What follows belongs to an exercise in optimizing a design on an open flow for small area; a production flow would make more cautious choices.
Only simulation tests tie the RTL to the original design; equivalence was not proved.
No activity file was given, so power comes from the tool's default toggle rates.

==> flow/design.v <==
`timescale 1ns / 1ps
module iic_driver #
	(
		parameter	CLKIN_MHz = 100,
		parameter 	IIC_KHz = 1000,
		parameter	TIMEOUT_us = 1,
		parameter	RESTART_DELAY_us = 0
	)
	(
	input 				clk_in,
	input 				rst_n,
	input 				sda_in,
	output				sda_out,
	output				sda_en,
	output				scl,
	input				cmd_en,
	input	[7:0]		addr,
	input	[31:0]		cmd,
	input	[2:0]		cmd_len,
	input				wdata_vld,
	input	[7:0]		wdata,
	input	[7:0]		rd_len,
	output	[7:0]	rdata,
	output				rdata_vld,
	output				cmd_done,
	output	reg 		opt_err
    );
localparam	S_IDLE0   = 4'b0000,	 
			S_IDLE1   = 4'b0001,	 
			S_STARTA  = 4'b0010,	 
			S_STARTR  = 4'b0011,	 
			S_W_ADDR  = 4'b0100,
			S_W_CMD   = 4'b0101,
			S_W_WR    = 4'b0110,
			S_W_RADDR = 4'b0111,
			S_A_ADDR  = 4'b1000,
			S_A_CMD   = 4'b1001,
			S_A_WR    = 4'b1010,
			S_A_RADDR = 4'b1011,
			S_DELAY   = 4'b1100,
			S_READ    = 4'b1101,
			S_ASK     = 4'b1110,
			S_STOP    = 4'b1111;
reg [3:0]	st, nst;
reg [6:0]	clk_cnt;	 
reg			cnt_flag;
reg [7:0]	tcnt;		 
reg [7:0]	bc;			 
reg			cmd_en_z;
reg [7:0]	fifo [0:31];
wire rise   = cmd_en & ~cmd_en_z;
wire c24    = (clk_cnt == 7'd24);
wire c99    = (clk_cnt == 7'd99);
wire ge74   = (clk_cnt >= 7'd74);
wire ge50   = (clk_cnt >= 7'd50);
wire lt25   = (clk_cnt < 7'd25);
wire is_idle  = (st[3:1] == 3'b000);
wire is_start = (st[3:1] == 3'b001);
wire is_w     = (st[3:2] == 2'b01);
wire is_a     = (st[3:2] == 2'b10);
wire tmo      = tcnt >= 8'd156;
wire last_bit = &tcnt[2:0];
wire post     = lt25 & tcnt[5];	 
wire last_cmd = (bc[7:6] == cmd_len[1:0]);
wire last_wr  = bc[5];
wire last_rd  = &bc;	 
wire align    = (st == S_STARTA) & clk_cnt[6] & ~tcnt[5];
wire consume  = (st == S_W_WR) & c24 & last_bit;
wire rd_shift = (st == S_READ) & c99;
wire shift    = wdata_vld | align | consume | rd_shift;
always @(*) begin
	nst = st;
	case (st)
	S_IDLE0, S_IDLE1:
		if (rise) nst = S_STARTA;
	S_STARTA, S_STARTR:
		if (c24 & tcnt[5]) nst = {2'b01, st[0], st[0]};
	S_W_ADDR, S_W_CMD, S_W_WR, S_W_RADDR:
		if (c24 & last_bit) nst = {2'b10, st[1:0]};
	S_A_ADDR:
		if (c24) begin
			if (tmo) nst = S_STOP;
			else if (cmd_len != 3'd0) nst = S_W_CMD;
			else if (addr[0]) nst = S_READ;
			else nst = S_W_WR;
		end
	S_A_CMD:
		if (c24) begin
			if (tmo) nst = S_STOP;
			else if (!last_cmd) nst = S_W_CMD;
			else if (addr[0]) nst = S_DELAY;
			else if (last_wr) nst = S_STOP;
			else nst = S_W_WR;
		end
	S_A_WR:
		if (c24) begin
			if (tmo | last_wr) nst = S_STOP;
			else nst = S_W_WR;
		end
	S_A_RADDR:
		if (c24) nst = tmo ? S_STOP : S_READ;
	S_DELAY:
		if (c24) nst = S_STARTR;
	S_READ:
		if (c24 & last_bit) nst = S_ASK;
	S_ASK:
		if (c24) nst = last_rd ? S_STOP : S_READ;
	S_STOP:
		if (c24) nst = S_IDLE1;
	endcase
end
always @(posedge clk_in or negedge rst_n)
	if (~rst_n) st <= S_IDLE0;
	else st <= nst;
always @(posedge clk_in) begin
	cmd_en_z <= cmd_en;
	if (is_idle | c99) clk_cnt <= 7'd0;
	else if (cnt_flag) clk_cnt <= clk_cnt + 7'd1;
	cnt_flag <= ~((is_a & ge74 & ~tmo & sda_in) | ((nst == S_DELAY) & (st != S_DELAY)));
	if (is_a) tcnt <= c24 ? 8'd0 : tcnt + 8'd1;
	else if (st == S_DELAY) tcnt <= tcnt + 8'd1;
	else if (st == S_ASK) tcnt <= 8'd0;
	else if (is_idle) tcnt <= wdata_vld ? tcnt + 8'd1 : 8'd0;
	else if (is_start) begin
		if (c24 & tcnt[5]) tcnt <= 8'd0;
		else if (wdata_vld | align) tcnt <= tcnt + 8'd1;
	end
	else if (c24) tcnt <= tcnt + 8'd1;
	if (is_idle) bc <= 8'd0;
	else if (align | consume | (((st == S_W_CMD) | (st == S_READ)) & c24 & last_bit))
		bc <= bc + ((st == S_W_CMD) ? 8'd64 : 8'd1);
	else if ((st == S_A_RADDR) | ((st == S_A_ADDR) & addr[0] & (cmd_len == 3'd0)))
		bc <= ~rd_len;
end
integer i;
always @(posedge clk_in)
	if (shift) begin
		fifo[0] <= st[3] ? {fifo[0][6:0], sda_in} : wdata;
		for (i = 1; i < 32; i = i + 1)
			fifo[i] <= fifo[i-1];
	end
always @(posedge clk_in or negedge rst_n)
	if (~rst_n) opt_err <= 1'b0;
	else if (rise) opt_err <= 1'b0;
	else if (is_a & tmo) opt_err <= 1'b1;
wire [2:0] bidx = ~tcnt[2:0];
wire cmd_bit  = cmd[{bc[7:6], bidx}];
wire addr_bit = (bidx == 3'd0) ? (st[0] | ((cmd_len == 3'd0) & addr[0])) : addr[bidx];
wire wr_bit   = fifo[31][bidx];
wire txbit    = (st[1:0] == 2'b01) ? cmd_bit : (st[1:0] == 2'b10) ? wr_bit : addr_bit;
reg sda_o;
always @(*) begin
	case (st)
	S_STARTA, S_STARTR: sda_o = ~ge50 & ~post;
	S_W_ADDR, S_W_CMD, S_W_WR, S_W_RADDR: sda_o = txbit;
	S_ASK:  sda_o = last_rd;
	S_STOP: sda_o = lt25;
	default: sda_o = 1'b1;
	endcase
end
assign sda_out = sda_o;
assign sda_en = ~(is_a | (st == S_READ));
assign scl = is_idle | ge50 | (is_start & ~post) | (((st == S_DELAY) | (st == S_STOP)) & lt25);
assign rdata     = fifo[0];
assign rdata_vld = (st == S_ASK) & (clk_cnt == 7'd25);
assign cmd_done  = (st == S_IDLE1);
endmodule
==> flow/config.mk <==
export PLATFORM = sky130hd
export DESIGN_NAME = iic_driver
export DESIGN_NICKNAME = iic_driver
export VERILOG_FILES = /design/flow/design.v
export SDC_FILE = /design/flow/constraint.sdc
export NUM_CORES = 4
export LEC_CHECK = 0
export CAP_MARGIN = 20
export CORE_MARGIN = 2
export CORE_UTILIZATION = 40
export SLEW_MARGIN = 20
==> flow/constraint.sdc <==
create_clock -name core_clock -period 10.0 [get_ports {clk_in}]
set_input_delay 2.0000 -clock core_clock [delete_from_list [all_inputs] [get_ports {clk_in}]]
set_output_delay 2.0000 -clock core_clock [all_outputs]
set_load 0.01 [all_outputs]
standard.sh (not shown) runs the stock make flow with config.mk's settings and CLKGATE_MAP_FILE= SYNTH_SCRIPT=/design/flow/synth_recipe.tcl, a recipe that flattens the netlist after the stock synthesis.
==> flow/flow/run.sh <==
#!/bin/bash
# The standard layout with these changes:
# - synthesis maps the logic with an area-oriented ABC script (flow/synth.tcl,
#   flow/abc_area.script)
# - ports are buffered with the smallest buffer
# - CTS uses clkbuf_8 leaf buffers for clusters of at most 16 sinks, clkbuf_4
#   above them, and inserts no dummy loads
set -euo pipefail
here=$(pwd)
export FLOW_WORK=$here
export MY_ABC_SCRIPT=$here/flow/abc_area.script
export BUFFER_PORTS_ARGS="-buffer_cell sky130_fd_sc_hd__buf_1"
export CTS_ARGS='-sink_clustering_enable -repair_clock_nets -dont_use_dummy_load -buf_list {sky130_fd_sc_hd__clkbuf_4 sky130_fd_sc_hd__clkbuf_8} -root_buf sky130_fd_sc_hd__clkbuf_4 -tree_buf sky130_fd_sc_hd__clkbuf_4 -sink_clustering_buffer sky130_fd_sc_hd__clkbuf_8 -sink_clustering_size 16 -sink_clustering_max_diameter 80'
sed "s|SYNTH_SCRIPT=[^ ]*|SYNTH_SCRIPT=$here/flow/synth.tcl|" standard.sh > synth_area.sh
bash synth_area.sh synth > synth_make.log 2>&1
bash standard.sh > flow_make.log 2>&1
==> flow/flow/abc_area.script <==
strash
&get -n
&deepsyn -J 50 -T 100
&put
dc2
dch -f
amap
strash
dc2
dch -f
amap
topo
==> flow/flow/synth.tcl <==
# The standard synthesis (synth_recipe.tcl), with one change: the final
# technology mapping uses the area-oriented ABC script in MY_ABC_SCRIPT
# instead of ORFS's speed script. Registers are mapped before ABC runs, so
# they are the same as in the standard synthesis.
proc abc {args} {
  set i [lsearch -exact $args -script]
  if {$i >= 0} { lset args [expr {$i + 1}] $::env(MY_ABC_SCRIPT) }
  yosys abc {*}$args
}
source $::env(FLOW_WORK)/synth_recipe.tcl
The starting point finished clean.
Edit:
--- a/flow/design.v
+++ b/flow/design.v
@@ -56,27 +56,31 @@
 wire lt25   = (clk_cnt < 7'd25);
 wire is_idle  = (st[3:1] == 3'b000);
 wire is_start = (st[3:1] == 3'b001);
 wire is_w     = (st[3:2] == 2'b01);
 wire is_a     = (st[3:2] == 2'b10);
-wire tmo      = tcnt >= 8'd156;
-wire last_bit = &tcnt[2:0];
-wire post     = lt25 & tcnt[5];	 
+localparam [7:0] T_S0 = 8'h97;
+wire [7:0] tnext  = {tcnt[6:0], ~(tcnt[7] ^ tcnt[6] ^ tcnt[1] ^ tcnt[0])};
+wire last_bit = ~tcnt[2] & tcnt[1];
+wire t32      = tcnt[6] & tcnt[2] & tcnt[0];
+wire tmo      = (tcnt[7] & ~tcnt[6] & tcnt[5] & ~tcnt[3] & ~tcnt[2] & tcnt[1]) | opt_err;
+wire sec      = t32 | st[0];	 
+wire post     = lt25 & sec;		 
 wire last_cmd = (bc[7:6] == cmd_len[1:0]);
 wire last_wr  = bc[5];
 wire last_rd  = &bc;	 
-wire align    = (st == S_STARTA) & clk_cnt[6] & ~tcnt[5];
+wire align    = (st == S_STARTA) & clk_cnt[6] & ~t32;
 wire consume  = (st == S_W_WR) & c24 & last_bit;
 wire rd_shift = (st == S_READ) & c99;
 wire shift    = wdata_vld | align | consume | rd_shift;
 always @(*) begin
 	nst = st;
 	case (st)
 	S_IDLE0, S_IDLE1:
 		if (rise) nst = S_STARTA;
 	S_STARTA, S_STARTR:
-		if (c24 & tcnt[5]) nst = {2'b01, st[0], st[0]};
+		if (c24 & sec) nst = {2'b01, st[0], st[0]};
 	S_W_ADDR, S_W_CMD, S_W_WR, S_W_RADDR:
 		if (c24 & last_bit) nst = {2'b10, st[1:0]};
 	S_A_ADDR:
 		if (c24) begin
 			if (tmo) nst = S_STOP;
@@ -115,19 +119,17 @@
 always @(posedge clk_in) begin
 	cmd_en_z <= cmd_en;
 	if (is_idle | c99) clk_cnt <= 7'd0;
 	else if (cnt_flag) clk_cnt <= clk_cnt + 7'd1;
 	cnt_flag <= ~((is_a & ge74 & ~tmo & sda_in) | ((nst == S_DELAY) & (st != S_DELAY)));
-	if (is_a) tcnt <= c24 ? 8'd0 : tcnt + 8'd1;
-	else if (st == S_DELAY) tcnt <= tcnt + 8'd1;
-	else if (st == S_ASK) tcnt <= 8'd0;
-	else if (is_idle) tcnt <= wdata_vld ? tcnt + 8'd1 : 8'd0;
+	if (st[3] & (st != S_READ)) tcnt <= c24 ? T_S0 : tnext;
+	else if (is_idle) tcnt <= wdata_vld ? tnext : T_S0;
 	else if (is_start) begin
-		if (c24 & tcnt[5]) tcnt <= 8'd0;
-		else if (wdata_vld | align) tcnt <= tcnt + 8'd1;
+		if (c24 & sec) tcnt <= T_S0;
+		else if (wdata_vld | align) tcnt <= tnext;
 	end
-	else if (c24) tcnt <= tcnt + 8'd1;
+	else if (c24) tcnt <= tnext;
 	if (is_idle) bc <= 8'd0;
 	else if (align | consume | (((st == S_W_CMD) | (st == S_READ)) & c24 & last_bit))
 		bc <= bc + ((st == S_W_CMD) ? 8'd64 : 8'd1);
 	else if ((st == S_A_RADDR) | ((st == S_A_ADDR) & addr[0] & (cmd_len == 3'd0)))
 		bc <= ~rd_len;
@@ -141,11 +143,22 @@
 	end
 always @(posedge clk_in or negedge rst_n)
 	if (~rst_n) opt_err <= 1'b0;
 	else if (rise) opt_err <= 1'b0;
 	else if (is_a & tmo) opt_err <= 1'b1;
-wire [2:0] bidx = ~tcnt[2:0];
+reg [2:0] bidx;
+always @(*)
+	case (tcnt[6:4])
+	3'd1: bidx = 3'd7;
+	3'd2: bidx = 3'd6;
+	3'd5: bidx = 3'd5;
+	3'd3: bidx = 3'd4;
+	3'd7: bidx = 3'd3;
+	3'd6: bidx = 3'd2;
+	3'd4: bidx = 3'd1;
+	default: bidx = 3'd0;
+	endcase
 wire cmd_bit  = cmd[{bc[7:6], bidx}];
 wire addr_bit = (bidx == 3'd0) ? (st[0] | ((cmd_len == 3'd0) & addr[0])) : addr[bidx];
 wire wr_bit   = fifo[31][bidx];
 wire txbit    = (st[1:0] == 2'b01) ? cmd_bit : (st[1:0] == 2'b10) ? wr_bit : addr_bit;
 reg sda_o;
Result: Setup slack gets worse by 40 ps; clock skew grows by 110 ps; die area shrinks by about 1.4%; synthesized cell count shrinks by 3.5%; power grows by 54%; register-to-register slack gets better by 510 ps.

what the ideal ports hide:
How much do the figures lean on ideal ports? The routed layouts below were timed once more, with nothing changed but the port constraints. Step 1 assumes that a clkbuf_16 drives the clock port and a buf_2 every other input. Step 2 moves the port delays by t, midway between the first and last clock arrival at a register: inputs arrive t later, outputs are due t later. That takes back most of the time a late clock gives input paths. a / b / c = no drivers / after step 1 / after step 2; a / b = the first two.
| run | shift t [ns] | slack for setup (ns) | hold WS [ns] | slew at the worst register clock pin (ns) | worst data-port slew with drivers (ns) |
|---|---|---|---|---|---|
| the first run | 0.655 | 4.499 / 4.474 / 4.474 | 0.417 / 0.417 / 0.417 | 0.11 / 0.11 | 0.04 |
| the second run | 0.652 | 4.459 / 4.424 / 4.424 | 0.340 / 0.340 / 0.340 | 0.10 / 0.10 | 0.06 |
After both steps setup and hold are still met in every run listed. For the second run, which loses most, drivers alone change the setup slack by -0.035 ns; drivers and shift together by -0.035 ns.
